This design comes from an exercise in tuning for small area and a short achievable clock period on the open sky130 flow, not from production work. Where RTL was checked, it was by simulation tests only, not by an equivalence proof against the original. The RTL of runs 1, 4 and 5 was laid out without a check of its function. No activity file was given, so power comes from the tool's default toggle rates.

$ cat flow/config.mk
export PLATFORM = sky130hd
export DESIGN_NAME = MIPS
export DESIGN_NICKNAME = MIPS
export VERILOG_FILES = /design/flow/design.v
export SDC_FILE = /design/flow/constraint.sdc
export NUM_CORES = 8
export LEC_CHECK = 0
export CAP_MARGIN = 20
export CELL_PAD_IN_SITES_DETAIL_PLACEMENT = 1
export CORE_MARGIN = 2
export CORE_UTILIZATION = 40
export CTS_CLUSTER_DIAMETER = 80
export CTS_CLUSTER_SIZE = 30
export PLACE_DENSITY = 0.55
export SLEW_MARGIN = 20
$ cat flow/flow/run.sh
#!/bin/bash
# Own flow: the standard layout (standard.sh, with its unchanged synthesis),
# with two changes to how the layout is made:
#  - the resizer's setup repair aims at a slack margin below the clock period,
#    so that it works on paths well inside the period instead of stopping at it;
#  - the port buffers are plain buffers (buf_4) rather than the delay cell
#    buffer_ports picks by default.
# Each step's full output is in synth.log / layout.log here and in ORFS's own
# per-step logs under orfs/logs.
set -euo pipefail
MARGIN=8
bash standard.sh synth > synth.log 2>&1
bash standard.sh SETUP_SLACK_MARGIN=$MARGIN "BUFFER_PORTS_ARGS=-buffer_cell sky130_fd_sc_hd__buf_4" finish > layout.log 2>&1
$ cat flow/design.v
module MIPS(
	input cclk,
	input reset,
	input [31:0] imem_data,
	output [31:0] imem_addr,
	output [31:0] result
    );
	reg  [31:0] pc;
	reg  [31:0] ifid_pc4;           
	reg  [31:0] ifid_inst;          
	reg  [31:0] preA, preB;         
	reg         a_ex, a_mem, a_rf;
	reg         b_ex, b_mem, b_rf, b_imm;
	reg         s_ex, s_mem, s_rf;
	reg         d_R, d_lw, d_sw, d_beq, d_jal, d_jr;    
	reg         k_add, k_sub, k_slt, k_or, k_and;       
	reg         lu_q;               
	reg  [31:0] res_q;              
	reg  [31:0] ex_sdata;           
	reg  [4:0]  ex_dst;             
	reg  [4:0]  ex_rt;              
	reg         ex_rw, ex_m2r, ex_mr, ex_mw, ex_jal;
	reg  [31:0] mem_wd;             
	reg  [4:0]  mem_dst;            
	reg         mem_rw;             
	reg  [31:0] pre31;              
	wire [1023:0] rf_all;           
	wire [1023:0] dm_all;           
	wire [4:0]  rs  = ifid_inst[25:21];
	wire [4:0]  rt  = ifid_inst[20:16];
	wire [4:0]  rd  = ifid_inst[15:11];
	wire [15:0] imm = ifid_inst[15:0];
	wire [31:0] sext = {{16{imm[15]}}, imm};
	wire if_flush = d_beq | d_jal;
	wire hz       = lu_q | if_flush;
	wire [31:0] opA  = ({32{a_ex}} & res_q) | ({32{a_mem}} & mem_wd) | ({32{a_rf}} & preA);
	wire [31:0] opB  = ({32{b_ex}} & res_q) | ({32{b_mem}} & mem_wd) | ({32{b_rf}} & preB) |
	                   ({32{b_imm}} & sext);
	wire [31:0] opS  = ({32{s_ex}} & res_q) | ({32{s_mem}} & mem_wd) | ({32{s_rf}} & preB);
	wire [31:0] sum  = opA + opB;
	wire [32:0] dif  = {1'b0, opA} - {1'b0, opB};
	wire        ltu  = dif[32];
	wire        live  = ~hz & ~reset;
	wire [31:0] res_n = ({32{k_add & live}} & sum) |
	                    ({32{k_sub & live}} & dif[31:0]) |
	                    ({32{k_slt & live}} & {31'd0, ltu}) |
	                    ({32{k_or  & live}} & (opA | opB)) |
	                    ({32{k_and & live}} & (opA & opB));
	wire [31:0] r31    = pre31;
	wire        same   = (preA == preB);
	wire [31:0] pc4    = pc + 32'd4;
	wire [31:0] beq_pc = ifid_pc4 + {sext[29:0], 2'b00};
	wire [31:0] jal_pc = {2'b00, ifid_pc4[31:28], ifid_inst[23:0], 2'b00};
	wire [31:0] pc_nx  = d_jal ? jal_pc :
	                     d_jr  ? r31 :
	                     (d_beq & same) ? beq_pc : pc4;
	wire        ex_rw_n  = ~hz & (d_R | d_lw | d_jr);
	wire [4:0]  ex_dst_n = (~hz & d_R) ? rd : rt;
	reg  [7:0]  dlo;                
	reg  [3:0]  dhi;                
	function [31:0] dm_read(input [7:0] lo, input [3:0] hi, input [1023:0] w);
		reg [31:0] r, b;
		integer i, j;
		begin
			r = 32'd0;
			for (j = 0; j < 4; j = j + 1) begin
				b = 32'd0;
				for (i = 0; i < 8; i = i + 1)
					b = b | ({32{lo[i]}} & w[32*(8*j+i) +: 32]);
				r = r | ({32{hi[j]}} & b);
			end
			dm_read = r;
		end
	endfunction
	wire [31:0] mrd    = dm_read(dlo, dhi, dm_all);
	wire        w_jal  = ex_jal & ~reset;
	wire        w_m2r  = ex_m2r & ~ex_jal & ~reset;
	wire        w_alu  = ~ex_m2r & ~ex_jal & ~reset;
	wire [31:0] wd_n   = ({32{w_jal}} & ex_sdata) | ({32{w_m2r}} & mrd) | ({32{w_alu}} & res_q);
	wire [4:0]  mdst_n = ex_jal ? 5'd31 : ex_dst;
	wire [31:0] wen    = {32{mem_rw}} & (32'd1 << mdst_n);
	wire        go     = ~hz;                     
	wire        keep   = lu_q & ~if_flush;        
	wire [31:0] inst_n = if_flush ? 32'd0 : lu_q ? ifid_inst : imem_data;
	wire [4:0]  irs    = imem_data[25:21];
	wire [4:0]  irt    = imem_data[20:16];
	wire [5:0]  iop    = imem_data[31:26];
	wire [5:0]  ifn    = imem_data[5:0];
	function [31:0] rf_init(input [4:0] a);
		case (a)
			5'd2: rf_init = 32'd8;
			5'd4: rf_init = 32'd9;
			5'd5: rf_init = 32'd8;
			5'd6: rf_init = 32'd7;
			5'd7: rf_init = 32'd6;
			default: rf_init = 32'd0;
		endcase
	endfunction
	function [31:0] rf_read2(input [7:0] lo, input [3:0] hi, input [1023:0] w);
		reg [31:0] r, b;
		integer i, j;
		begin
			r = 32'd0;
			for (j = 0; j < 4; j = j + 1) begin
				b = 32'd0;
				for (i = 0; i < 8; i = i + 1)
					b = b | ({32{lo[i]}} & w[32*(8*j+i) +: 32]);
				r = r | ({32{hi[j]}} & b);
			end
			rf_read2 = r;
		end
	endfunction
	wire [7:0]  loA    = ({8{go}} & (8'd1 << irs[2:0])) | ({8{keep}} & (8'd1 << rs[2:0])) |
	                     {7'd0, if_flush};
	wire [3:0]  hiA    = ({4{go}} & (4'd1 << irs[4:3])) | ({4{keep}} & (4'd1 << rs[4:3])) |
	                     {3'd0, if_flush};
	wire [7:0]  loB    = ({8{go}} & (8'd1 << irt[2:0])) | ({8{keep}} & (8'd1 << rt[2:0])) |
	                     {7'd0, if_flush};
	wire [3:0]  hiB    = ({4{go}} & (4'd1 << irt[4:3])) | ({4{keep}} & (4'd1 << rt[4:3])) |
	                     {3'd0, if_flush};
	wire [31:0] preA_n = rf_read2(loA, hiA, rf_all);
	wire [31:0] preB_n = rf_read2(loB, hiB, rf_all);
	wire        ex_nz    = (ex_dst_n != 5'd0);
	wire        mem_nz   = ex_rw & (mdst_n != 5'd0);
	wire        fa_ex_i  = ex_rw_n & ex_nz & (ex_dst_n == irs);
	wire        fb_ex_i  = ex_rw_n & ex_nz & (ex_dst_n == irt);
	wire        fa_mem_i = mem_nz & (mdst_n == irs);
	wire        fb_mem_i = mem_nz & (mdst_n == irt);
	wire        fa_mem_k = mem_nz & (mdst_n == rs);
	wire        fb_mem_k = mem_nz & (mdst_n == rt);
	wire        fa_ex_n  = go & fa_ex_i;
	wire        fb_ex_n  = go & fb_ex_i;
	wire        fa_mem_n = (go & ~fa_ex_i & fa_mem_i) | (keep & fa_mem_k);
	wire        fb_mem_n = (go & ~fb_ex_i & fb_mem_i) | (keep & fb_mem_k);
	wire        n_R    = go ? (iop == 6'b000000) : keep ? d_R   : 1'b1;
	wire        n_lw   = go ? (iop == 6'b100011) : keep & d_lw;
	wire        n_sw   = go ? (iop == 6'b101011) : keep & d_sw;
	wire        n_beq  = go ? (iop == 6'b000100) : keep & d_beq;
	wire        n_jal  = go ? (iop == 6'b000011) : keep & d_jal;
	wire        n_jr   = go ? (iop == 6'b001100) : keep & d_jr;
	wire [3:0]  nfn    = go ? ifn[3:0] : keep ? imm[3:0] : 4'd0;
	wire        nf_add = (nfn == 4'b0000);
	wire        nf_sub = (nfn == 4'b0010);
	wire        nf_or  = (nfn == 4'b0101);
	wire        nf_slt = (nfn == 4'b1010);
	wire        n_imm  = n_lw | n_sw;
	wire        lu_n   = go & d_lw & ((irs == rt) | (irt == rt));
	always @(posedge cclk or posedge reset) begin
		if (reset) pc <= 32'd0;
		else pc <= pc_nx;
	end
	always @(posedge cclk or posedge reset) begin
		if (reset) ifid_inst[15:11] <= 5'd0;
		else ifid_inst[15:11] <= inst_n[15:11];
	end
	always @(posedge cclk) begin
		ifid_inst[31:16] <= inst_n[31:16];
		ifid_inst[10:0]  <= inst_n[10:0];
	end
	always @(posedge cclk or posedge reset) begin
		if (reset) begin
			d_R    <= 1'b1;
			d_lw   <= 1'b0;
			d_sw   <= 1'b0;
			d_beq  <= 1'b0;
			d_jal  <= 1'b0;
			d_jr   <= 1'b0;
			k_add  <= 1'b1;
			k_sub  <= 1'b0;
			k_slt  <= 1'b0;
			k_or   <= 1'b0;
			k_and  <= 1'b0;
			lu_q   <= 1'b0;
			a_ex   <= 1'b0;
			a_mem  <= 1'b0;
			a_rf   <= 1'b0;
			b_ex   <= 1'b0;
			b_mem  <= 1'b0;
			b_rf   <= 1'b0;
			b_imm  <= 1'b0;
			s_ex   <= 1'b0;
			s_mem  <= 1'b0;
			s_rf   <= 1'b0;
		end else begin
			d_R    <= n_R;
			d_lw   <= n_lw;
			d_sw   <= n_sw;
			d_beq  <= n_beq;
			d_jal  <= n_jal;
			d_jr   <= n_jr;
			k_add  <= ~n_R | nf_add;
			k_sub  <= n_R & nf_sub;
			k_slt  <= n_R & nf_slt;
			k_or   <= n_R & nf_or;
			k_and  <= n_R & ~(nf_add | nf_sub | nf_or | nf_slt);
			lu_q   <= lu_n;
			a_ex   <= fa_ex_n;
			a_mem  <= fa_mem_n;
			a_rf   <= ~fa_ex_n & ~fa_mem_n;
			b_ex   <= ~n_imm & fb_ex_n;
			b_mem  <= ~n_imm & fb_mem_n;
			b_rf   <= ~n_imm & ~fb_ex_n & ~fb_mem_n;
			b_imm  <= n_imm;
			s_ex   <= fb_ex_n;
			s_mem  <= fb_mem_n;
			s_rf   <= ~fb_ex_n & ~fb_mem_n;
		end
	end
	always @(posedge cclk) begin
		preA     <= preA_n;
		preB     <= preB_n;
		ifid_pc4 <= pc4;
	end
	always @(posedge cclk) begin
		res_q <= res_n;
	end
	always @(posedge cclk or posedge reset) begin
		if (reset) begin
			ex_rw  <= 1'b0;
			ex_m2r <= 1'b0;
			ex_mr  <= 1'b0;
			ex_mw  <= 1'b0;
			ex_jal <= 1'b0;
		end else begin
			ex_rw  <= ex_rw_n;
			ex_m2r <= ~hz & (d_lw | d_jr);
			ex_mr  <= ~hz & d_lw;
			ex_mw  <= ~hz & d_sw;
			ex_jal <= d_jal;
		end
	end
	always @(posedge cclk) begin
		ex_sdata <= d_jal ? ifid_pc4 : opS;
		dlo      <= 8'd1 << sum[2:0];
		dhi      <= 4'd1 << sum[4:3];
		ex_dst   <= ex_dst_n;
		ex_rt    <= rt;
	end
	genvar g;
	generate
		for (g = 0; g < 32; g = g + 1) begin : DM
			reg [31:0] w;
			wire        de = reset | (ex_mw & dlo[g % 8] & dhi[g / 8]);
			wire [31:0] dd = reset ? ((g == 12) ? 32'd30 : 32'd0) : ex_sdata;
			always @(posedge cclk) begin
				if (de) w <= dd;
			end
			assign dm_all[32*g +: 32] = w;
		end
	endgenerate
	always @(posedge cclk) begin
		mem_wd  <= wd_n;
		mem_dst <= mdst_n;
	end
	always @(posedge cclk or posedge reset) begin
		if (reset) begin
			mem_rw <= 1'b0;
		end else begin
			mem_rw <= ex_rw;
		end
	end
	always @(posedge cclk) begin
		pre31 <= rf_all[32*31 +: 32];
	end
	generate
		for (g = 0; g < 32; g = g + 1) begin : RF
			reg [31:0] w;
			wire        de = reset | wen[g];
			wire [31:0] dd = wd_n | ({32{reset}} & rf_init(g));
			always @(posedge cclk) begin
				if (de) w <= dd;
			end
			assign rf_all[32*g +: 32] = w;
		end
	endgenerate
	assign imem_addr = pc;
	assign result    = res_q;
endmodule
$ cat flow/standard.sh
#!/bin/bash
# synth_recipe.tcl (not shown) runs the flow's synth.tcl, then flattens the netlist and writes it again
# the make line also repeats each setting of config.mk as NAME=value (left out here)
make -C /OpenROAD-flow-scripts/flow DESIGN_CONFIG=/design/flow/config.mk WORK_HOME=/design/flow/orfs CLKGATE_MAP_FILE= SYNTH_SCRIPT=/design/flow/synth_recipe.tcl "${@:-finish}"
$ cat flow/constraint.sdc
create_clock -name core_clock -period 12.0 [get_ports {cclk}]
set_input_delay 2.4000 -clock core_clock [delete_from_list [all_inputs] [get_ports {cclk}]]
set_output_delay 2.4000 -clock core_clock [all_outputs]
set_load 0.01 [all_outputs]
==> metrics.md, run 1 <==
| Metric | Value |
|---|---|
| Reg2reg end | res_q[27]$_DFF_P_ |
| Yosys cell types | 87 |
| CTS root buf | clkbuf_16 |
| Yosys warning count | 1 |
| Combinational share of power | 0.243 |
| Commonest cells after routing, fill and taps aside | edfxtp_1 (2048), a22oi_1 (1254), nand2_1 (334) |
| Core area | 246000 sq um |
| Die W | 501 um |
| Crit path top cell by count | a22oi_1 |
| Worst setup path class | in -> reg |
| Min Tclk post-route | 4.11 ns |
| RSZ-0062 raised after global routing | yes |
| Req. time, crit path | 12.79 ns |
| Vias | 72.2k |
| Fmax | 243 MHz |
| Fin crit share | 0.343 |
| Routed Antenna Nets | 0 |
| Flops & latches, synth | 2374 |
| Net Switching | 7.77 mW |
| P_int | 14.4 mW |
| Initial DRC Count | 10.4k |
| Outcome | finished clean |
| Port bufs | 97 |
| Clock transition at path regs | 0.10 ns |
| Sequential area share after synthesis | 0.691 |
| Vias per cell | 6.94 |
| Largest net degree at the start of global routing | 129 |
| DRT Wirelength | 401000 um |
| DIE HEIGHT | 501 um |
| Syn Nets | 7282 |
| Grt total ovfl | 0 |
| First-pass GRT wire length | 550000 um |
| Worst-Skew Late Latency | 0.86 ns |
| Initial antenna violation count | 17 |
| Clk_skew | 0.0582 ns |
| Main area contributors after synthesis | edfxtp_1 (62%), a22oi_1 (9.5%), dfxtp_1 (5.3%) |
| CTS tree | done |
| Setup TNS | 0 ns |
| Placed Cells | 10.1k |
| CP Data Arrival Time | 4.90 ns |
| Mapped Avg Cell Area | 13.9 sq um |
| Finished Core Util | 0.449 |
| CTS buffer count | 116 |
| Max incr delay on CP | 0.46 ns |
| Drt pass-1 iters | 9 |
| Post-synth ARST share | 0.0270 |
| Mapped Cells | 7119 |
| Most common cell after layout, fill and taps aside | edfxtp_1 |
| Max Transition Viols Final | 0 |
| Layout cells sized above 1 | 0.127 |
| Most used DFF post-synth | edfxtp_1 |
| Cell family with most CP delay | buffers and inverters |
| Hold WC Path Type | reg -> reg |
| Critical path's slowest cell | o22a_4 |
| Register share of total power | 0.526 |
| R2r startpoint | a_ex$_DFF_PP0_ |
| Synth area leader | edfxtp_1 |
| Mapped Area | 98900 sq um |
| Worst R2R Setup Slack | 7.90 ns |
| Residual DRC count | 0 |
| HPWL after DPL | 215000 um |
| Die area | 251000 sq um |
| # fillers | 24.4k |
| Pwr Density | 200 nW/um^2 |
| Worst-path maximum fanout | 56 |
| CP bufs+invs | 3 |
| Critical path cell sequence | buf_4 > nor3_4 > o22a_4 > buf_8 > buf_12 > a22oi_1 > nand3_1 > a22oi_1 > nand2_1 |
| # clock sinks | 2374 |
| Crit. End Element | flop |
| Area Overhead vs Synth | 11.8% |
| Post-route insts no fill | 10.4k |
| Start point of the critical path | imem_data[21] |
| Vias in the first global route | 72.2k |
| # rows | 182 |
| Wire length per cell | 38.6 um |
| Critical path depth | 9 |
| Setup-failing EPs final | 0 |
| Setup crit end | preA[16]$_DFF_P_ |
| Peak supply drop | 149 uV |
| Final Hold Viols | 0 |
| Static Leak | 38.2 nW |
| Clock power frac | 0.231 |
| Clock Path Buffers | 3 |
| # H-tree levels | 3 |
| Hold_buf cts | 0 |
| RePlAce Congestion | 0.974 |
| Switching share of power | 0.351 |
| Global Route Usage Sum | 0.305 |
| Nets | 7232 |
| Slew @ Worst Pin | 1.22 ns |
| Worst slew margin | 0.185 |
| Worst r2r path cells | 16 |
| Top-area cell type share of the netlist area | 0.622 |
| Initial Util | 0.402 |
| Post-synth EDFFs | 2048 |
| Setup crit start kind | input pin |
| Max cap viols | 0 |
| Total I/O pin count | 98 |
[worst reg2reg max path: cells and delay by family, from the launching register on]
family	cells	cell delay [ns]
AOI/OAI and AO/OA	8	2.04
adders and majority gates	1	0.28
buffers and inverters	5	0.76
DFF	1	0.46
and+or+nand+nor	2	0.42
[repair_timing]
item / in CTS / in global routing
setup buffers: 40 / 52
gates resized for setup: 175 / 91
setup endpoints to repair: 2814 / 462
pin swaps: 36 / 51
gates cloned: 11 / 15
[final cells by class]
class | count | area [sq um] | area share
Sequential cell | 2374 | 68500 | 0.619
Clock buffer | 134 | 3060 | 0.0276
Multi-Input combinational cell | 4071 | 29600 | 0.268
Clock inverter | 87 | 1200 | 0.0109
Antenna cell | 13 | 32.5 | 0.000294
Timing Repair Buffer | 377 | 3640 | 0.0330
Tap cell | 3220 | 4030 | 0.0365
Inverter | 129 | 507 | 0.00458
[through the flow]
stage | power [mW] | area (sq um) | setup WS (ns) | hold WS, ns
6_report | 22.2 | 111000 | 7.89 | 0.410
5_1_grt | 22.8 | 111000 | 7.73 | 0.414
4_1_cts | 21.8 | 109000 | 7.77 | 0.397
3_5_place_dp | 16.6 | 104000 | 6.17 | 0.371
3_3_place_gp | 16.4 | 104000 | 6.18 | 0.363
2_1_floorplan | 14.0 | 99200 | 7.85 | 0.354
[cell usage after synthesis, types with 18 or more instances]
cell type / n
a21oi_1: 179
a22o_1: 269
edfxtp_1: 2048
xor2_1: 65
a221oi_1: 276
nand3_1: 319
buf_1: 47
ha_1: 126
o21ai_0: 64
dfxtp_1: 262
a21o_1: 37
a22oi_1: 1256
nand4_1: 169
nor2_1: 241
inv_1: 120
o221ai_1: 21
clkbuf_1: 502
dfrtp_1: 62
xnor2_1: 53
nor4_1: 21
nand2_1: 403
nand2b_1: 23
o21ai_1: 34
and3_1: 18
a311oi_1: 33
nor2b_1: 79
a222oi_1: 63
nor3_1: 54
o22ai_1: 30
[worst min path at each step]
stage	from	to	slack, ns	depth (start not counted)
global route	ex_rw$_DFF_PP0_	mem_rw$_DFF_PP0_	0.41	0
floorplan	ex_rw$_DFF_PP0_	mem_rw$_DFF_PP0_	0.35	0
detailed placement	ex_rw$_DFF_PP0_	mem_rw$_DFF_PP0_	0.37	0
finish	ex_rw$_DFF_PP0_	mem_rw$_DFF_PP0_	0.41	0
CTS	ex_rw$_DFF_PP0_	mem_rw$_DFF_PP0_	0.40	0
global placement	ex_rw$_DFF_PP0_	mem_rw$_DFF_PP0_	0.36	0
[per-layer routing]
metal,share of wire,up-vias,global-route usage
met5,0.00015,-,0
met2,0.45,4779,0.485
met4,0.065,10,0.162
met1,0.37,37400,0.393
li1,-,28900,-
met3,0.11,1141,0.0624
[power groups by stage]
stage | combinational [mW] | sequential [mW] | clock, mW
floorplan | 2.91 | 11.1 | 0
CTS | 4.99 | 11.6 | 5.16
finish | 5.37 | 11.7 | 5.12
detailed placement | 4.78 | 11.8 | 0
global placement | 4.69 | 11.7 | 0
global route | 5.65 | 11.7 | 5.40
[logic make-up (layout without fill, tap and decap cells)]
kind of cell | Yosys count | after routing | synth area share
xor gates and xnor gates | 118 | 118 | 0.0105
muxes | 18 | 18 | 0.00183
and+or+nand+nor | 1370 | 1379 | 0.0660
DFF | 2374 | 2374 | 0.691
adders and majority gates | 129 | 129 | 0.0165
AOI/OAI and AO/OA | 2423 | 2427 | 0.188
other | 0 | 13 | 0
buffers and inverters | 687 | 727 | 0.0264
[state kept, by name, indices dropped and copies added, names as in the netlist, 32 cells and up]
name,cells
ex_sdata,32
DM.w,1024
pre31,32
preA,32
pc,32
res_q,32
ifid_pc4,32
RF.w,1024
mem_wd,32
preB,32
==> run 2, diff against run 1 <==
--- a/flow/design.v
+++ b/flow/design.v
@@ -58,15 +58,10 @@
 	wire [4:0]  ex_dst_n = (~hz & d_R) ? rd : rt;
-	reg  [7:0]  dlo;                
-	reg  [3:0]  dhi;                
-	function [31:0] dm_read(input [7:0] lo, input [3:0] hi, input [1023:0] w);
-		reg [31:0] r, b;
-		integer i, j;
+	reg  [31:0] dsel;
+	function [31:0] dm_read(input [31:0] sel, input [1023:0] w);
+		reg [31:0] r;
+		integer i;
 		begin
 			r = 32'd0;
-			for (j = 0; j < 4; j = j + 1) begin
-				b = 32'd0;
-				for (i = 0; i < 8; i = i + 1)
-					b = b | ({32{lo[i]}} & w[32*(8*j+i) +: 32]);
-				r = r | ({32{hi[j]}} & b);
-			end
+			for (i = 0; i < 32; i = i + 1)
+				r = r | ({32{sel[i]}} & w[32*i +: 32]);
 			dm_read = r;
@@ -74,3 +69,3 @@
 	endfunction
-	wire [31:0] mrd    = dm_read(dlo, dhi, dm_all);
+	wire [31:0] mrd    = dm_read(dsel, dm_all);
 	wire        w_jal  = ex_jal & ~reset;
@@ -233,4 +228,3 @@
 		ex_sdata <= d_jal ? ifid_pc4 : opS;
-		dlo      <= 8'd1 << sum[2:0];
-		dhi      <= 4'd1 << sum[4:3];
+		dsel     <= 32'd1 << sum[4:0];
 		ex_dst   <= ex_dst_n;
@@ -242,3 +236,3 @@
 			reg [31:0] w;
-			wire        de = reset | (ex_mw & dlo[g % 8] & dhi[g / 8]);
+			wire        de = reset | (ex_mw & dsel[g]);
 			wire [31:0] dd = reset ? ((g == 12) ? 32'd30 : 32'd0) : ex_sdata;
--- a/flow/config.mk
+++ b/flow/config.mk
@@ -10,6 +10,6 @@
 export CORE_MARGIN = 2
-export CORE_UTILIZATION = 40
+export CORE_UTILIZATION = 35
 export CTS_CLUSTER_DIAMETER = 80
 export CTS_CLUSTER_SIZE = 30
-export PLACE_DENSITY = 0.55
+export PLACE_DENSITY = 0.45
 export SLEW_MARGIN = 20
==> run 2 against run 1 <==
Critical path type is now reg -> reg; sequential power barely moved; area after synthesis fell by 1.1%; power rose by 0.98%; core utilization fell by 5.0 points; sequential share of layout area barely moved; highest routed layer unchanged.
==> metrics.md, run 2 <==
| Metric | Value |
|---|---|
| Syn Nets | 6948 (was 7282) |
| Worst setup path class | reg -> reg (was in -> reg) |
| Most common cell in the netlist | edfxtp_1 (unchanged) |
| Port bufs | 97 (unchanged) |
| Residual DRC count | 0 (unchanged) |
| Register share of total power | 0.526 (about the same) |
| Post-route insts no fill | 10.7k (was 10.4k) |
| Max Transition Viols Final | 0 (unchanged) |
| Outcome | finished clean (unchanged) |
| Setup-failing EPs final | 0 (unchanged) |
| Reg2reg end | res_q[23]$_DFF_P_ (was res_q[27]$_DFF_P_) |
| Global Route Usage Sum | 0.303 (was 0.305) |
| CTS buffer count | 140 (was 116) |
| Fin crit share | 0.342 (was 0.343) |
| Worst-path maximum fanout | 11 (was 56) |
| Nets | 6979 (was 7232) |
| Pwr Density | 201 nW/um^2 (was 200 nW/um^2) |
| HPWL after DPL | 239000 um (was 215000 um) |
| Core area | 279000 sq um (was 246000 sq um) |
| Top Registers | DM.w x1024, RF.w x1024 (unchanged) |
| Static Leak | 37.8 nW (was 38.2 nW) |
| Max cap viols | 0 (unchanged) |
| CTS tree | done (unchanged) |
| Fmax | 244 MHz (was 243 MHz) |
| Commonest cells after routing, fill and taps aside | edfxtp_1 (2048), a222oi_1 (449), a22oi_1 (427) (was edfxtp_1 (2048), a22oi_1 (1254), nand2_1 (334)) |
| Total I/O pin count | 98 (unchanged) |
| Sequential area share after synthesis | 0.703 (was 0.691) |
| RePlAce Congestion | 0.889 (was 0.974) |
| DRT Wirelength | 451000 um (was 401000 um) |
| Mapped Cells | 6785 (was 7119) |
| Vias in the first global route | 70.8k (was 72.2k) |
| Hold_buf cts | 0 (unchanged) |
| Clock Path Buffers | 4 (was 3) |
| Initial DRC Count | 10.6k (was 10.4k) |
| Clock power frac | 0.255 (was 0.231) |
| Drt pass-1 iters | 10 (was 9) |
| Hold Slack | 0.377 ns (was 0.410 ns) |
| Grt total ovfl | 0 (unchanged) |
| Peak supply drop | 174 uV (was 149 uV) |
| Worst R2R Setup Slack | 7.90 ns (about the same) |
| # clock sinks | 2394 (was 2374) |
| Combinational share of power | 0.219 (was 0.243) |
| Initial Util | 0.351 (was 0.402) |
| Most used DFF post-synth | edfxtp_1 (unchanged) |
| Mapped Avg Cell Area | 14.4 sq um (was 13.9 sq um) |
| # H-tree levels | 4 (was 3) |
| CP Data Arrival Time | 4.86 ns (was 4.90 ns) |
| CTS root buf | clkbuf_16 (unchanged) |
| Main area contributors after synthesis | edfxtp_1 (63%), dfxtp_1 (5.8%), a222oi_1 (4.6%) (was edfxtp_1 (62%), a22oi_1 (9.5%), dfxtp_1 (5.3%)) |
| Hold WC Path Type | reg -> reg (unchanged) |
| Worst slew margin | 0.202 (was 0.185) |
| R2r startpoint | a_mem$_DFF_PP0_ (was a_ex$_DFF_PP0_) |
| # rows | 194 (was 182) |
| Min Tclk post-route | 4.10 ns (was 4.11 ns) |
| Post-synth EDFFs | 2048 (unchanged) |
| Post-synth top cells | edfxtp_1 (2048), nand2_1 (485), clkbuf_1 (457), a222oi_1 (449), a22oi_1 (427) (was edfxtp_1 (2048), a22oi_1 (1256), clkbuf_1 (502), nand2_1 (403), nand3_1 (319)) |
| Setup crit end | res_q[23]$_DFF_P_ (was preA[16]$_DFF_P_) |
| P_int | 14.7 mW (was 14.4 mW) |
| Req. time, crit path | 12.76 ns (was 12.79 ns) |
| Clock transition at path regs | 0.10 ns (about the same) |
| Routed Antenna Nets | 0 (unchanged) |
| Die W | 533 um (was 501 um) |
| Switching share of power | 0.341 (was 0.351) |
| Worst r2r path cells | 17 (was 16) |
| Wire length per cell | 42.3 um (was 38.6 um) |
| Yosys warning count | 1 (unchanged) |
| First-pass GRT wire length | 601000 um (was 550000 um) |
| Worst-Skew Late Latency | 0.91 ns (was 0.86 ns) |
| Crit. End Element | flop (unchanged) |
| Vias | 71.5k (was 72.2k) |
| Final Hold Viols | 0 (unchanged) |
| Clk_skew | 0.0495 ns (was 0.0582 ns) |
| Layout cells sized above 1 | 0.145 (was 0.127) |
| Largest net degree at the start of global routing | 129 (unchanged) |
| Synth area leader | edfxtp_1 (unchanged) |
| Mapped Area | 97800 sq um (was 98900 sq um) |
| Setup crit start kind | flop (was input pin) |
| Flops & latches, synth | 2394 (was 2374) |
| DIE HEIGHT | 533 um (was 501 um) |
| Setup TNS | 0 ns (unchanged) |
| Area Overhead vs Synth | 13.8% (was 11.8%) |
| Most common cell after layout, fill and taps aside | edfxtp_1 (unchanged) |
| Post-synth ARST share | 0.0267 (was 0.0270) |
| Die area | 284000 sq um (was 251000 sq um) |
| Placed Cells | 10.3k (was 10.1k) |
| Yosys cell types | 100 (was 87) |
| Slew @ Worst Pin | 1.19 ns (was 1.22 ns) |
| Initial antenna violation count | 17 (unchanged) |
| Net Switching | 7.63 mW (was 7.77 mW) |
| Top-area cell type share of the netlist area | 0.629 (was 0.622) |
| Start point of the critical path | a_mem$_DFF_PP0_ (was imem_data[21]) |
| Vias per cell | 6.71 (was 6.94) |
| RSZ-0062 raised after global routing | yes (unchanged) |
## run 2: cell types whose count changed in the layout (fill, tap and decap cells not counted), moves of 44 or more
cell | previous run | this run
a22oi_1 | 1254 | 427
a222oi_1 | 63 | 449
nand3_1 | 318 | 41
a31oi_1 | 9 | 266
nand2_1 | 334 | 419
or4_1 | 0 | 68
nand4_1 | 169 | 125
## run 2: worst min-delay path by stage
stage                               start               end  cells after the start
after CTS                 ex_rw$_DFF_PP0_  mem_rw$_DFF_PP0_                      0
after global routing      ex_rw$_DFF_PP0_  mem_rw$_DFF_PP0_                      0
after floorplan           ex_rw$_DFF_PP0_  mem_rw$_DFF_PP0_                      0
after global placement    ex_rw$_DFF_PP0_  mem_rw$_DFF_PP0_                      0
final                     ex_rw$_DFF_PP0_  mem_rw$_DFF_PP0_                      0
after detailed placement  ex_rw$_DFF_PP0_  mem_rw$_DFF_PP0_                      0
## run 2: cell families (layout without fill, tap and decap cells)
family / after synthesis / in the layout / synth area share
adder cells (fa/ha/maj): 129 / 129 / 0.0167
flip-flops: 2394 / 2394 / 0.703
buffers and inverters: 659 / 783 / 0.0258
AND/OR/NAND/NOR: 1261 / 1261 / 0.0615
multiplexers: 25 / 25 / 0.00261
other: 0 / 13 / 0
AO/OA/AOI/OAI: 2207 / 2211 / 0.181
XOR/XNOR: 110 / 110 / 0.00985
## run 2: critical path, stage by stage (launching register included)
cell and delay [ns]:
dfrtp_2 0.45, buf_12 0.15, clkbuf_16 0.19, buf_4 0.15, a222oi_1 0.31, buf_4 0.21, inv_1 0.08, ha_4 0.33
inv_1 0.10, a221oi_1 0.30, o41a_1 0.34, a21oi_4 0.09, buf_12 0.15, a21bo_4 0.21, a21o_1 0.18, a21oi_1 0.21
o221ai_1 0.15, a221o_1 0.33
## run 2: what timing repair did
item | 4_1_cts | 5_1_grt
endpoints found under the setup margin | 2080 | 90
gates cloned | 15 | 14
setup buffers | 51 | 47
resized for setup | 175 | 117
pin swaps | 24 | 45
## run 2: layout make-up
class	count	area (sq um)
clock inverter	85	1140
fill	28100	167000
multi-input combinational	3736	28200
inverter	138	551
clock buffer	154	3680
sequential	2394	68900
tap	3724	4660
timing repair inverter	2	20.0
timing repair buffer	404	4100
antenna	13	32.5
## run 2: stage by stage
step           utilization  setup WS [ns]  power (mW)  instance area [sq um]
2_1_floorplan            -           7.82        13.7                  98600
3_3_place_gp         0.372           5.80        16.2                 104000
3_5_place_dp         0.372           5.80        16.3                 104000
4_1_cts              0.394           7.98        22.1                 110000
5_1_grt              0.399           7.75        23.0                 111000
6_report             0.399           7.90        22.4                 111000
## run 2: power by group through the flow
stage	clock network [mW]	registers [mW]	logic [mW]
3_3_place_gp	0	11.9	4.37
5_1_grt	6.00	11.8	5.11
2_1_floorplan	0	11.3	2.46
4_1_cts	5.76	11.7	4.60
3_5_place_dp	0	11.9	4.43
6_report	5.71	11.8	4.90
## run 2: layer usage
| layer | track usage | up-vias | part of all wire |
|---|---|---|---|
| met1 | 0.381 | 38000 | 0.38 |
| li1 | - | 28200 | - |
| met5 | 0 | - | 0.000053 |
| met2 | 0.496 | 4228 | 0.47 |
| met4 | 0.173 | 4 | 0.067 |
| met3 | 0.0471 | 1105 | 0.082 |
==> run 3, diff against run 2 <==
--- a/flow/config.mk
+++ b/flow/config.mk
@@ -10,6 +10,6 @@
 export CORE_MARGIN = 2
-export CORE_UTILIZATION = 35
+export CORE_UTILIZATION = 40
 export CTS_CLUSTER_DIAMETER = 80
 export CTS_CLUSTER_SIZE = 30
-export PLACE_DENSITY = 0.45
+export PLACE_DENSITY = 0.55
 export SLEW_MARGIN = 20
==> run 3 against run 2 <==
Still clean on timing, DRC and antenna; critical path depth shrank 10; final cell count shrank 5.7%; design area shrank 2.1%; worst setup slack gained 0.0057 ns; clock skew grew 0.0029 ns; register-to-register slack gained 0.05 ns; non-clock buffer count shrank 52; critical path type is now in -> reg; largest cell class unchanged; combinational power shrank 3%.
==> metrics.md, run 3 <==
| Metric | Value |
|---|---|
| Critical path cell sequence | buf_4 > nand3_1 > o22ai_4 > buf_12 > a222oi_1 > a31oi_1 > or4_1 (was buf_12 > clkbuf_16 > buf_4 > a222oi_1 > buf_4 > inv_1 > ha_4 > inv_1 > a221oi_1 > o41a_1 > a21oi_4 > buf_12 > a21bo_4 > a21o_1 > a21oi_1 > o221ai_1 > a221o_1) |
| Die area | 248000 sq um (was 284000 sq um) |
| Synth area leader | edfxtp_1 (unchanged) |
| Initial Util | 0.402 (was 0.351) |
| Worst R2R Setup Slack | 7.95 ns (was 7.90 ns) |
| Peak supply drop | 171 uV (was 174 uV) |
| Worst setup path class | in -> reg (was reg -> reg) |
| Placed Cells | 9740 (was 10.3k) |
| Vias | 71.2k (was 71.5k) |
| Mapped Avg Cell Area | 14.4 sq um (unchanged) |
| First-pass GRT wire length | 560000 um (was 601000 um) |
| Largest net degree at the start of global routing | 129 (unchanged) |
| Initial DRC Count | 12.1k (was 10.6k) |
| Mapped Area | 97800 sq um (unchanged) |
| Worst hold path startpoint | ex_rw$_DFF_PP0_ (unchanged) |
| Core area | 243000 sq um (was 279000 sq um) |
| Req. time, crit path | 12.72 ns (was 12.76 ns) |
| Top Registers | DM.w x1024, RF.w x1024 (unchanged) |
| Reg2reg end | res_q[27]$_DFF_P_ (was res_q[23]$_DFF_P_) |
| Crit. End Element | flop (unchanged) |
| Port bufs | 97 (unchanged) |
| Top-area cell type share of the netlist area | 0.629 (unchanged) |
| Hold WC Path Type | reg -> reg (unchanged) |
| Area Overhead vs Synth | 11.4% (was 13.8%) |
| Most used DFF post-synth | edfxtp_1 (unchanged) |
| Syn Nets | 6948 (unchanged) |
| Worst-Skew Late Latency | 0.87 ns (was 0.91 ns) |
| Min-Delay Path Depth | 0 (unchanged) |
| Initial antenna violation count | 17 (unchanged) |
| Mapped Cells | 6785 (unchanged) |
| Residual DRC count | 0 (unchanged) |
| Min Tclk post-route | 4.09 ns (was 4.10 ns) |
| Drt pass-1 iters | 13 (was 10) |
| Critical path's slowest cell | or4_1 (was dfrtp_2) |
| Post-synth top cells | edfxtp_1 (2048), nand2_1 (485), clkbuf_1 (457), a222oi_1 (449), a22oi_1 (427) (unchanged) |
| Most common cell in the netlist | edfxtp_1 (unchanged) |
| Hold Slack | 0.398 ns (was 0.377 ns) |
| Worst slew margin | 0.128 (was 0.202) |
| Design Power | 21.7 mW (was 22.4 mW) |
| Max cap viols | 0 (unchanged) |
| CP Data Arrival Time | 4.82 ns (was 4.86 ns) |
| Clk_skew | 0.0523 ns (was 0.0495 ns) |
| Commonest cells after routing, fill and taps aside | edfxtp_1 (2048), a222oi_1 (449), a22oi_1 (427) (unchanged) |
| Setup slack after layout | 7.91 ns (was 7.90 ns) |
| Layout cells sized above 1 | 0.129 (was 0.145) |
| Main area contributors after synthesis | edfxtp_1 (63%), dfxtp_1 (5.8%), a222oi_1 (4.6%) (unchanged) |
| Final Hold Viols | 0 (unchanged) |
| # rows | 181 (was 194) |
| Clock transition at path regs | 0.11 ns (was 0.10 ns) |
| Yosys warning count | 1 (unchanged) |
| CTS root buf | clkbuf_16 (unchanged) |
| R2r startpoint | a_ex$_DFF_PP0_ (was a_mem$_DFF_PP0_) |
| Max Transition Viols Final | 0 (unchanged) |
| Setup crit start kind | input pin (was flop) |
| Nets | 6899 (was 6979) |
| Max incr delay on CP | 0.65 ns (was 0.45 ns) |
| Wire length per cell | 40.9 um (was 42.3 um) |
| Setup TNS | 0 ns (unchanged) |
| CTS buffer count | 114 (was 140) |
| CTS tree | done (unchanged) |
| # fillers | 24.0k (was 28.1k) |
| Pwr Density | 199 nW/um^2 (was 201 nW/um^2) |
| Most common cell after layout, fill and taps aside | edfxtp_1 (unchanged) |
| Static Leak | 37.0 nW (was 37.8 nW) |
| DIE HEIGHT | 498 um (was 533 um) |
| Outcome | finished clean (unchanged) |
| Routed Antenna Nets | 0 (unchanged) |
| Hold path endpoint | mem_rw$_DFF_PP0_ (unchanged) |
| Vias per cell | 7.08 (was 6.71) |
| Clock Path Buffers | 3 (was 4) |
| Worst r2r path cells | 15 (was 17) |
| Sequential area share after synthesis | 0.703 (unchanged) |
| Global Route Usage Sum | 0.318 (was 0.303) |
| Setup-failing EPs final | 0 (unchanged) |
| DRT Wirelength | 411000 um (was 451000 um) |
| Design area | 109000 sq um (was 111000 sq um) |
| Post-route insts no fill | 10.0k (was 10.7k) |
| # H-tree levels | 3 (was 4) |
| Flops & latches, synth | 2394 (unchanged) |
| Fmax | 244 MHz (about the same) |
| Grt total ovfl | 0 (unchanged) |
| Post-synth ARST share | 0.0267 (unchanged) |
| RSZ-0062 raised after global routing | yes (unchanged) |
| Slew @ Worst Pin | 1.30 ns (was 1.19 ns) |
| RePlAce Congestion | 0.977 (was 0.889) |
| Post-synth EDFFs | 2048 (unchanged) |
| Finished Core Util | 0.448 (was 0.399) |
| Dpl ws | 5.94 ns (was 5.80 ns) |
| HPWL after DPL | 224000 um (was 239000 um) |
| Vias in the first global route | 70.4k (was 70.8k) |
| Fin crit share | 0.341 (was 0.342) |
| Placed Area | 103000 sq um (was 104000 sq um) |
| Die W | 498 um (was 533 um) |
| Worst-path maximum fanout | 128 (was 11) |
| # clock sinks | 2394 (unchanged) |
| Yosys cell types | 100 (unchanged) |
| Total I/O pin count | 98 (unchanged) |
[run 3: cell counts after synthesis]
No cell type changed its count.
[run 3: worst max-delay path, delay by kind of cell]
| kind | cells | cell delay, ns |
|---|---|---|
| compound gates | 3 | 0.82 |
| buf+inv | 2 | 0.50 |
| simple gates | 2 | 0.85 |
[run 3: cells by family after synthesis]
kind of cell | Yosys count | synth area share
buffers and inverters | 659 | 0.0258
DFF | 2394 | 0.703
AOI/OAI and AO/OA | 2207 | 0.181
adders and majority gates | 129 | 0.0167
and+or+nand+nor | 1261 | 0.0615
xor gates and xnor gates | 110 | 0.00985
muxes | 25 | 0.00261
[run 3: layout make-up]
cell class | instances | area, sq um | area share
diodes | 14 | 35.0 | 0.000322
clock buffers | 123 | 2930 | 0.0269
clock inverters | 89 | 1250 | 0.0115
inverters | 138 | 541 | 0.00496
multi-input cells | 3735 | 28200 | 0.259
flip-flops and latches | 2394 | 68900 | 0.632
well taps | 3202 | 4010 | 0.0368
repair buffers | 352 | 3060 | 0.0281
repair inverters | 1 | 8.76 | 0.0000804
[run 3: repair_timing]
item	4_1_cts	5_1_grt
setup endpoints to repair	785	75
gates cloned	3	6
pin swaps	40	37
resized for setup	151	79
buffers inserted	34	37
hold buffers	0	0
[run 3: worst max path at each step]
| stage | start | endpoint | slack [ns] | cells after the start |
|---|---|---|---|---|
| global placement | imem_data[22] | preA[26]$_DFF_P_ | 5.99 | 9 |
| global route | a_ex$_DFF_PP0_ | res_q[27]$_DFF_P_ | 7.82 | 15 |
| finish | imem_data[17] | preB[26]$_DFF_P_ | 7.91 | 7 |
| detailed placement | imem_data[22] | preA[3]$_DFF_P_ | 5.94 | 9 |
| CTS | a_ex$_DFF_PP0_ | res_q[28]$_DFF_P_ | 7.96 | 17 |
| floorplan | imem_data[23] | preA[11]$_DFF_P_ | 7.82 | 9 |
[run 3: power by group]
group,internal [mW],switching [mW],leakage [nW],total [mW]
Sequential,10.6,1.17,24.2,11.8
Clock,2.13,2.98,1.99,5.11
Combinational,1.53,3.23,10.8,4.76
Total,14.3,7.38,37.0,21.7
[run 3: routing by layer]
layer / global-route usage / vias to the layer above / wire length [um]
met4: 0.190 / 10 / 29000
li1: - / 28000 / -
met2: 0.505 / 4931 / 188000
met3: 0.0645 / 1144 / 43400
met1: 0.403 / 37100 / 150000
met5: 0 / - / 69
==> run 4, diff against run 3 <==
--- a/flow/design.v
+++ b/flow/design.v
@@ -94,12 +94,8 @@
 	function [31:0] rf_read2(input [7:0] lo, input [3:0] hi, input [1023:0] w);
-		reg [31:0] r, b;
-		integer i, j;
+		reg [31:0] r;
+		integer i;
 		begin
 			r = 32'd0;
-			for (j = 0; j < 4; j = j + 1) begin
-				b = 32'd0;
-				for (i = 0; i < 8; i = i + 1)
-					b = b | ({32{lo[i]}} & w[32*(8*j+i) +: 32]);
-				r = r | ({32{hi[j]}} & b);
-			end
+			for (i = 0; i < 32; i = i + 1)
+				r = r | ({32{lo[i % 8] & hi[i / 8]}} & w[32*i +: 32]);
 			rf_read2 = r;
==> run 4 against run 3 <==
Design area grew 2.0%; clock skew grew 0.014 ns; combinational power grew 8.8%; first-iteration DRC count grew 11%; worst setup slack lost 0.062 ns; area after synthesis grew 0.37%; synthesized cell count grew 1.4%; worst hold slack gained 0.0090 ns; critical path type unchanged; critical endpoint is now preB[12]$_DFF_P_; largest power group unchanged; highest routed layer unchanged.
==> metrics.md, run 4 <==
| Metric | Value |
|---|---|
| Finished Core Util | 0.456 (was 0.448) |
| # rows | 181 (unchanged) |
| Layout cells sized above 1 | 0.151 (was 0.129) |
| Pwr Density | 202 nW/um^2 (was 199 nW/um^2) |
| CP Data Arrival Time | 4.88 ns (was 4.82 ns) |
| Reg2reg end | res_q[29]$_DFF_P_ (was res_q[27]$_DFF_P_) |
| Critical path depth | 10 (was 7) |
| Mapped Cells | 6882 (was 6785) |
| Hold_buf cts | 0 (unchanged) |
| Mapped Area | 98200 sq um (was 97800 sq um) |
| Crit. End Element | flop (unchanged) |
| Vias | 75.2k (was 71.2k) |
| Dpl ws | 6.48 ns (was 5.94 ns) |
| Max incr delay on CP | 0.58 ns (was 0.65 ns) |
| DIE HEIGHT | 499 um (was 498 um) |
| Commonest cells after routing, fill and taps aside | edfxtp_1 (2048), a22oi_1 (704), nand2_1 (346) (was edfxtp_1 (2048), a222oi_1 (449), a22oi_1 (427)) |
| RSZ-0062 raised after global routing | yes (unchanged) |
| Main area contributors after synthesis | edfxtp_1 (63%), dfxtp_1 (5.8%), a22oi_1 (5.4%) (was edfxtp_1 (63%), dfxtp_1 (5.8%), a222oi_1 (4.6%)) |
| Metal3 WL | 56300 um (was 43400 um) |
| # fillers | 24.0k (about the same) |
| Vias in the first global route | 73.4k (was 70.4k) |
| Design area | 111000 sq um (was 109000 sq um) |
| Top-area cell type share of the netlist area | 0.627 (was 0.629) |
| Total I/O pin count | 98 (unchanged) |
| CTS tree | done (unchanged) |
| Initial DRC Count | 13.5k (was 12.1k) |
| Worst-path maximum fanout | 32 (was 128) |
| Peak supply drop | 181 uV (was 171 uV) |
| Clock transition at path regs | 0.10 ns (was 0.11 ns) |
| Most used DFF post-synth | edfxtp_1 (unchanged) |
| Initial antenna violation count | 18 (was 17) |
| HPWL after DPL | 251000 um (was 224000 um) |
| Placed Area | 104000 sq um (was 103000 sq um) |
| Die area | 249000 sq um (was 248000 sq um) |
| Die W | 499 um (was 498 um) |
| RePlAce Congestion | 0.954 (was 0.977) |
| Vias per cell | 7.31 (was 7.08) |
| Worst r2r path cells | 14 (was 15) |
| Fin crit share | 0.346 (was 0.341) |
| Most common cell after layout, fill and taps aside | edfxtp_1 (unchanged) |
| Post-synth EDFFs | 2048 (unchanged) |
| Min Tclk post-route | 4.15 ns (was 4.09 ns) |
| Largest net degree at the start of global routing | 69 (was 129) |
| Residual DRC count | 0 (unchanged) |
| Req. time, crit path | 12.72 ns (about the same) |
| DRT Wirelength | 456000 um (was 411000 um) |
| First-pass GRT wire length | 612000 um (was 560000 um) |
| Worst slew margin | 0.147 (was 0.128) |
| Syn Nets | 7045 (was 6948) |
| Static Leak | 38.8 nW (was 37.0 nW) |
| Flops & latches, synth | 2394 (unchanged) |
| Worst setup path class | in -> reg (unchanged) |
| Start point of the critical path | imem_data[20] (was imem_data[17]) |
| Met2 wire length | 205000 um (was 188000 um) |
| Area Overhead vs Synth | 13.1% (was 11.4%) |
| Routed Antenna Nets | 0 (unchanged) |
| Sequential area share after synthesis | 0.700 (was 0.703) |
| Worst hold path startpoint | ex_rw$_DFF_PP0_ (unchanged) |
| Cell family with most CP delay | simple AND/OR/NAND/NOR gates (unchanged) |
| # H-tree levels | 3 (unchanged) |
| Highest Signal Layer | met5 (unchanged) |
| Initial Util | 0.403 (was 0.402) |
| Worst-Skew Late Latency | 0.88 ns (was 0.87 ns) |
| Critical path cell sequence | buf_4 > nor3b_1 > a31oi_4 > buf_6 > nor2_4 > buf_12 > a22o_1 > a221oi_2 > nand4_1 > or4_1 (was buf_4 > nand3_1 > o22ai_4 > buf_12 > a222oi_1 > a31oi_1 > or4_1) |
| Critical path's slowest cell | or4_1 (unchanged) |
| Clk_skew | 0.0664 ns (was 0.0523 ns) |
| Core area | 244000 sq um (was 243000 sq um) |
| Hold Slack | 0.407 ns (was 0.398 ns) |
| Post-synth top cells | edfxtp_1 (2048), a22oi_1 (709), nand2_1 (412), clkbuf_1 (383), nor2_1 (355) (was edfxtp_1 (2048), nand2_1 (485), clkbuf_1 (457), a222oi_1 (449), a22oi_1 (427)) |
| Max Transition Viols Final | 0 (unchanged) |
| Final Hold Viols | 0 (unchanged) |
| Wire length per cell | 44.3 um (was 40.9 um) |
| Max cap viols | 0 (unchanged) |
| Hold WC Path Type | reg -> reg (unchanged) |
| CTS root buf | clkbuf_16 (unchanged) |
| CP bufs+invs | 3 (was 2) |
| Setup TNS | 0 ns (unchanged) |
| Nets | 7132 (was 6899) |
| CTS buffer count | 116 (was 114) |
| Global Route Usage Sum | 0.352 (was 0.318) |
| Yosys warning count | 1 (unchanged) |
| Setup-failing EPs final | 0 (unchanged) |
| Top Registers | DM.w x1024, RF.w x1024 (unchanged) |
| Mapped Avg Cell Area | 14.3 sq um (was 14.4 sq um) |
| Drt pass-1 iters | 10 (was 13) |
| R2r startpoint | a_ex$_DFF_PP0_ (unchanged) |
| Slew @ Worst Pin | 1.27 ns (was 1.30 ns) |
| Setup crit end | preB[12]$_DFF_P_ (was preB[26]$_DFF_P_) |
| Clock Path Buffers | 3 (unchanged) |
| Post-synth ARST share | 0.0267 (unchanged) |
| # clock sinks | 2394 (unchanged) |
| Outcome | finished clean (unchanged) |
| Synth area leader | edfxtp_1 (unchanged) |
| WL met1 | 155000 um (was 150000 um) |
| Port bufs | 97 (unchanged) |
| Fmax | 241 MHz (was 244 MHz) |
| Worst R2R Setup Slack | 8.03 ns (was 7.95 ns) |
| Setup crit start kind | input pin (unchanged) |
| Most common cell in the netlist | edfxtp_1 (unchanged) |
| Grt total ovfl | 0 (unchanged) |
| Setup slack after layout | 7.85 ns (was 7.91 ns) |
| Yosys cell types | 87 (was 100) |
[run 4: report_power, final]
group | total, mW | switching, mW | internal [mW] | leakage (nW)
Sequential | 12.1 | 1.33 | 10.7 | 24.2
Clock | 5.16 | 3.04 | 2.12 | 2.03
Combinational | 5.18 | 3.61 | 1.57 | 12.6
Total | 22.4 | 7.98 | 14.4 | 38.8
[run 4: cells by family (layout without fill, tap and decap cells)]
| family | count (synthesis) | count (layout) | synth area share |
|---|---|---|---|
| adder cells (fa/ha/maj) | 129 | 129 | 0.0167 |
| multiplexers | 50 | 50 | 0.00512 |
| flip-flops | 2394 | 2394 | 0.700 |
| buffers and inverters | 599 | 785 | 0.0234 |
| XOR/XNOR | 116 | 116 | 0.0104 |
| AO/OA/AOI/OAI | 2114 | 2114 | 0.170 |
| AND/OR/NAND/NOR | 1480 | 1480 | 0.0738 |
| other | 0 | 17 | 0 |
[run 4: worst min-delay path by stage]
stage | to | slack (ns) | cells past startpoint
CTS | mem_rw$_DFF_PP0_ | 0.41 | 0
global placement | mem_rw$_DFF_PP0_ | 0.39 | 0
floorplan | mem_rw$_DFF_PP0_ | 0.35 | 0
detailed placement | mem_rw$_DFF_PP0_ | 0.38 | 0
finish | mem_rw$_DFF_PP0_ | 0.41 | 0
global route | mem_rw$_DFF_PP0_ | 0.43 | 0
[run 4: per-layer routing]
| layer | vias to the layer above | track usage |
|---|---|---|
| met5 | - | 0 |
| met4 | 6 | 0.230 |
| met3 | 1921 | 0.0909 |
| met2 | 6290 | 0.558 |
| met1 | 38600 | 0.426 |
| li1 | 28300 | - |
[run 4: worst register-to-register path, delay by kind of cell (launching register included)]
kind	cells	cell delay, ns
AO/OA/AOI/OAI	8	2.32
adder cells (fa/ha/maj)	1	0.38
buffers and inverters	3	0.55
flip-flops	1	0.40
AND/OR/NAND/NOR	2	0.19
[run 4: layout make-up]
class	count	area, sq um	area share
tap	3202	4010	0.0361
multi-input combinational	3889	29100	0.262
sequential	2394	68900	0.620
inverter	136	518	0.00466
antenna	17	42.5	0.000383
clock inverter	87	1180	0.0106
timing repair buffer	432	4310	0.0388
clock buffer	130	3030	0.0273
[run 4: repair_timing]
| action | CTS | global route |
|---|---|---|
| setup buffers | 55 | 46 |
| setup endpoints to repair | 1105 | 119 |
| pin swaps | 30 | 39 |
| resized for setup | 165 | 161 |
| gates cloned | 4 | 5 |
[run 4: through the flow]
| stage | instances | power, mW |
|---|---|---|
| global placement | 9940 | 16.8 |
| finish | 10300 | 22.4 |
| CTS | 10200 | 22.0 |
| floorplan | 6882 | 14.0 |
| global route | 10300 | 22.9 |
| detailed placement | 9940 | 16.9 |
==> run 5, diff against run 4 <==
--- a/flow/design.v
+++ b/flow/design.v
@@ -35,5 +35,6 @@
 	wire hz       = lu_q | if_flush;
-	wire [31:0] opA  = ({32{a_ex}} & res_q) | ({32{a_mem}} & mem_wd) | ({32{a_rf}} & preA);
-	wire [31:0] opB  = ({32{b_ex}} & res_q) | ({32{b_mem}} & mem_wd) | ({32{b_rf}} & preB) |
-	                   ({32{b_imm}} & sext);
+	wire [31:0] fwA  = a_ex ? res_q : mem_wd;
+	wire [31:0] fwB  = b_ex ? res_q : mem_wd;
+	wire [31:0] opA  = a_rf ? preA : fwA;
+	wire [31:0] opB  = b_imm ? sext : b_rf ? preB : fwB;
 	wire [31:0] opS  = ({32{s_ex}} & res_q) | ({32{s_mem}} & mem_wd) | ({32{s_rf}} & preB);
@@ -94,8 +95,12 @@
 	function [31:0] rf_read2(input [7:0] lo, input [3:0] hi, input [1023:0] w);
-		reg [31:0] r;
-		integer i;
+		reg [31:0] r, b;
+		integer i, j;
 		begin
 			r = 32'd0;
-			for (i = 0; i < 32; i = i + 1)
-				r = r | ({32{lo[i % 8] & hi[i / 8]}} & w[32*i +: 32]);
+			for (j = 0; j < 4; j = j + 1) begin
+				b = 32'd0;
+				for (i = 0; i < 8; i = i + 1)
+					b = b | ({32{lo[i]}} & w[32*(8*j+i) +: 32]);
+				r = r | ({32{hi[j]}} & b);
+			end
 			rf_read2 = r;
==> run 5 against run 4 <==
Flip-flop and latch count decreased by 2; synthesized cell count increased by 0.22%; sequential share of layout area increased by 0.37 points; core utilization decreased by 0.62 points; critical path type is now reg -> reg; largest power group unchanged.
==> metrics.md, run 5 <==
| Metric | Value |
|---|---|
| Post-synth EDFFs | 2048 (unchanged) |
| Mapped Avg Cell Area | 14.3 sq um (about the same) |
| Vias in the first global route | 72.4k (was 73.4k) |
| Slew @ Worst Pin | 1.24 ns (was 1.27 ns) |
| R2r startpoint | b_ex$_DFF_PP0_ (was a_ex$_DFF_PP0_) |
| Critical path cell sequence | buf_12 > buf_16 > nor2b_1 > a211oi_1 > o31a_1 > ha_4 > and3_4 > a31oi_4 > a2111oi_4 > o211ai_1 > buf_4 > buf_4 > buf_4 > a31oi_4 > o2111ai_2 > a31o_2 > a21oi_1 > o21ai_1 (was buf_4 > nor3b_1 > a31oi_4 > buf_6 > nor2_4 > buf_12 > a22o_1 > a221oi_2 > nand4_1 > or4_1) |
| Initial DRC Count | 13.4k (was 13.5k) |
| Outcome | finished clean (unchanged) |
| Min-Delay Path Depth | 0 (unchanged) |
| Max incr delay on CP | 0.49 ns (was 0.58 ns) |
| # rows | 182 (was 181) |
| Design Power | 21.8 mW (was 22.4 mW) |
| RSZ-0062 raised after global routing | yes (unchanged) |
| Mapped Cells | 6897 (was 6882) |
| Syn Nets | 7060 (was 7045) |
| Clock transition at path regs | 0.11 ns (was 0.10 ns) |
| Start point of the critical path | b_ex$_DFF_PP0_ (was imem_data[20]) |
| Vias | 73.1k (was 75.2k) |
| Global Route Usage Sum | 0.319 (was 0.352) |
| Commonest cells after routing, fill and taps aside | edfxtp_1 (2048), a22oi_1 (595), a222oi_1 (416) (was edfxtp_1 (2048), a22oi_1 (704), nand2_1 (346)) |
| Fin crit share | 0.348 (was 0.346) |
| Wire length per cell | 41.5 um (was 44.3 um) |
| Placed Cells | 9848 (was 9940) |
| Worst-path maximum fanout | 9 (was 32) |
| Worst r2r path cells | 18 (was 14) |
| Req. time, crit path | 12.76 ns (was 12.72 ns) |
| Main area contributors after synthesis | edfxtp_1 (62%), dfxtp_1 (5.7%), a22oi_1 (4.5%) (was edfxtp_1 (63%), dfxtp_1 (5.8%), a22oi_1 (5.4%)) |
| Post-route insts no fill | 10.2k (was 10.3k) |
| Clk_skew | 0.0744 ns (was 0.0664 ns) |
| DRT Wirelength | 423000 um (was 456000 um) |
| Most used DFF post-synth | edfxtp_1 (unchanged) |
| Critical path depth | 18 (was 10) |
| CTS tree | done (unchanged) |
| Area Overhead vs Synth | 11.9% (was 13.1%) |
| Hold path endpoint | mem_rw$_DFF_PP0_ (unchanged) |
| Min Tclk post-route | 4.17 ns (was 4.15 ns) |
| Critical path's slowest cell | dfrtp_2 (was or4_1) |
| First-pass GRT wire length | 568000 um (was 612000 um) |
| Mapped Area | 98600 sq um (was 98200 sq um) |
| Core area | 245000 sq um (was 244000 sq um) |
| Worst setup path class | reg -> reg (was in -> reg) |
| Yosys warning count | 1 (unchanged) |
| Largest net degree at the start of global routing | 129 (was 69) |
| Flops & latches, synth | 2392 (was 2394) |
| Design area | 110000 sq um (was 111000 sq um) |
| # H-tree levels | 3 (unchanged) |
| Hold WC Path Type | reg -> reg (unchanged) |
| Post-synth top cells | edfxtp_1 (2048), a22oi_1 (595), a222oi_1 (416), clkbuf_1 (400), nand2_1 (382) (was edfxtp_1 (2048), a22oi_1 (709), nand2_1 (412), clkbuf_1 (383), nor2_1 (355)) |
| Crit path top cell by count | buf_4 |
| Setup TNS | 0 ns (unchanged) |
| Most common cell in the netlist | edfxtp_1 (unchanged) |
| Peak supply drop | 155 uV (was 181 uV) |
| Setup-failing EPs final | 0 (unchanged) |
| Yosys cell types | 91 (was 87) |
| DIE HEIGHT | 500 um (was 499 um) |
| Top Registers | DM.w x1024, RF.w x1024 (unchanged) |
| Placed Area | 103000 sq um (was 104000 sq um) |
| Max Transition Viols Final | 0 (unchanged) |
| Grt total ovfl | 0 (unchanged) |
| Worst-Skew Late Latency | 0.89 ns (was 0.88 ns) |
| Crit. End Element | flop (unchanged) |
| Setup crit start kind | flop (was input pin) |
| Pwr Density | 197 nW/um^2 (was 202 nW/um^2) |
| Most common cell after layout, fill and taps aside | edfxtp_1 (unchanged) |
| Hold Slack | 0.412 ns (was 0.407 ns) |
| # clock sinks | 2392 (was 2394) |
| Cell family with most CP delay | compound AO/OA/AOI/OAI gates (was simple AND/OR/NAND/NOR gates) |
| Die area | 250000 sq um (was 249000 sq um) |
| Nets | 7013 (was 7132) |
| Drt pass-1 iters | 13 (was 10) |
| Top-area cell type share of the netlist area | 0.624 (was 0.627) |
| CP bufs+invs | 5 (was 3) |
| Reg2reg end | res_q[30]$_DFF_P_ (was res_q[29]$_DFF_P_) |
| Worst hold path startpoint | ex_rw$_DFF_PP0_ (unchanged) |
| Sequential area share after synthesis | 0.697 (was 0.700) |
| Max cap viols | 0 (unchanged) |
| Initial antenna violation count | 20 (was 18) |
| Hold_buf cts | 0 (unchanged) |
| Residual DRC count | 0 (unchanged) |
| Fmax | 240 MHz (was 241 MHz) |
| RePlAce Congestion | 0.974 (was 0.954) |
| Post-synth ARST share | 0.0259 (was 0.0267) |
| Port bufs | 97 (unchanged) |
| CTS root buf | clkbuf_16 (unchanged) |
| Synth area leader | edfxtp_1 (unchanged) |
| Clock Path Buffers | 3 (unchanged) |
| Final Hold Viols | 0 (unchanged) |
| Initial Util | 0.402 (was 0.403) |
| Vias per cell | 7.18 (was 7.31) |
| Routed Antenna Nets | 0 (unchanged) |
| Worst slew margin | 0.167 (was 0.147) |
| Worst R2R Setup Slack | 7.83 ns (was 8.03 ns) |
| Layout cells sized above 1 | 0.134 (was 0.151) |
| Die W | 500 um (was 499 um) |
| Static Leak | 37.5 nW (was 38.8 nW) |
| HPWL after DPL | 219000 um (was 251000 um) |
| CTS buffer count | 114 (was 116) |
| Total I/O pin count | 98 (unchanged) |
| CP Data Arrival Time | 4.94 ns (was 4.88 ns) |
## run 5: per-layer routing
metal / global-route usage / part of all wire
met5: 0 / 0.00022
met4: 0.185 / 0.073
met3: 0.0634 / 0.11
met2: 0.516 / 0.46
met1: 0.399 / 0.35
## run 5: area by class of cell
| type | count | area [sq um] |
|---|---|---|
| Sequential cell | 2392 | 68800 |
| Inverter | 130 | 504 |
| Clock buffer | 127 | 2980 |
| Fill cell | 24100 | 135000 |
| Multi-Input combinational cell | 3862 | 29300 |
| Antenna cell | 9 | 22.5 |
| Timing Repair Buffer | 350 | 3550 |
| Clock inverter | 86 | 1160 |
| Tap cell | 3220 | 4030 |
## run 5: worst max path at each step
stage	endpoint	slack [ns]
2_1_floorplan	preB[10]$_DFF_P_	7.87
3_3_place_gp	preA[18]$_DFF_P_	5.91
3_5_place_dp	preA[18]$_DFF_P_	5.86
4_1_cts	preB[28]$_DFF_P_	7.94
5_1_grt	res_q[30]$_DFF_P_	7.73
6_report	res_q[30]$_DFF_P_	7.83
## run 5: cell families (layout without fill, tap and decap cells)
group | Yosys count | in the layout | share of synthesized area
fa+ha+maj | 129 | 129 | 0.0166
other cells | 0 | 9 | 0
buf+inv | 651 | 693 | 0.0261
mux | 70 | 70 | 0.00716
flops | 2392 | 2392 | 0.697
xor+xnor | 128 | 128 | 0.0114
compound gates | 2266 | 2273 | 0.180
simple gates | 1261 | 1262 | 0.0624
## run 5: worst reg2reg max path, delay by kind of cell (launching register included)
| kind | cells | cell delay, ns |
|---|---|---|
| compound gates | 10 | 2.10 |
| buf+inv | 5 | 0.75 |
| flops | 1 | 0.49 |
| fa+ha+maj | 1 | 0.40 |
| simple gates | 2 | 0.33 |
## run 5: repair_timing
item | 4_1_cts | 5_1_grt
pin swaps | 25 | 61
gates cloned | 15 | 15
endpoints found under the setup margin | 1197 | 190
endpoints found under the hold margin | 0 | 0
resized for setup | 198 | 120
buffers inserted | 26 | 48
## run 5: stage by stage
step                      setup slack (ns)  utilization
after CTS                             7.94        0.444
after global placement                5.91        0.421
final                                 7.83        0.450
after floorplan                       7.87            -
after detailed placement              5.86        0.422
after global routing                  7.73        0.449
## run 5: power breakdown
group          internal [mW]  total (mW)  switching (mW)
combinational           1.58        4.97            3.39
clock                   2.04        5.08            3.03
sequential              10.6        11.7            1.14
total                   14.2        21.8            7.57

==> re-timing with driven ports <==
In the flow no input, the clock included, has a driving cell. The finished layouts below were timed again as built, in two steps.
Step 1 (the two cells are an assumption about what drives the block):
set clk [get_ports {cclk}]
set_driving_cell -lib_cell sky130_fd_sc_hd__clkbuf_16 $clk
set_driving_cell -lib_cell sky130_fd_sc_hd__buf_2 [delete_from_list [all_inputs] $clk]
Step 2, shift: input delay + t, output delay - t, t = (earliest + latest rising clock arrival at the registers) / 2. This alone moves slack from input paths to output paths.
a / b / c = ideal / step 1 / step 2; a / b = the first two.
run | shift t [ns] | setup WS [ns] | hold slack, ns | worst setup path at the end | worst data-port slew with drivers (ns)
run 1 | 0.930 | 7.889 / 7.835 / 6.905 | 0.410 / 0.410 / 0.410 | input to register | 0.35
run 2 | 0.973 | 7.902 / 7.796 / 6.823 | 0.377 / 0.377 / 0.377 | input to register | 0.31
run 3 | 0.941 | 7.908 / 7.875 / 6.934 | 0.398 / 0.398 / 0.398 | input to register | 0.31
run 4 | 0.949 | 7.846 / 7.918 / 6.983 | 0.407 / 0.407 / 0.407 | input to register | 0.13
run 5 | 0.953 | 7.827 / 7.818 / 6.865 | 0.412 / 0.412 / 0.412 | input to register | 0.29
After both steps setup and hold are still met in every run listed. The setup slack of run 2, which loses most, moves by -0.106 ns with the drivers and by -1.079 ns with both steps.
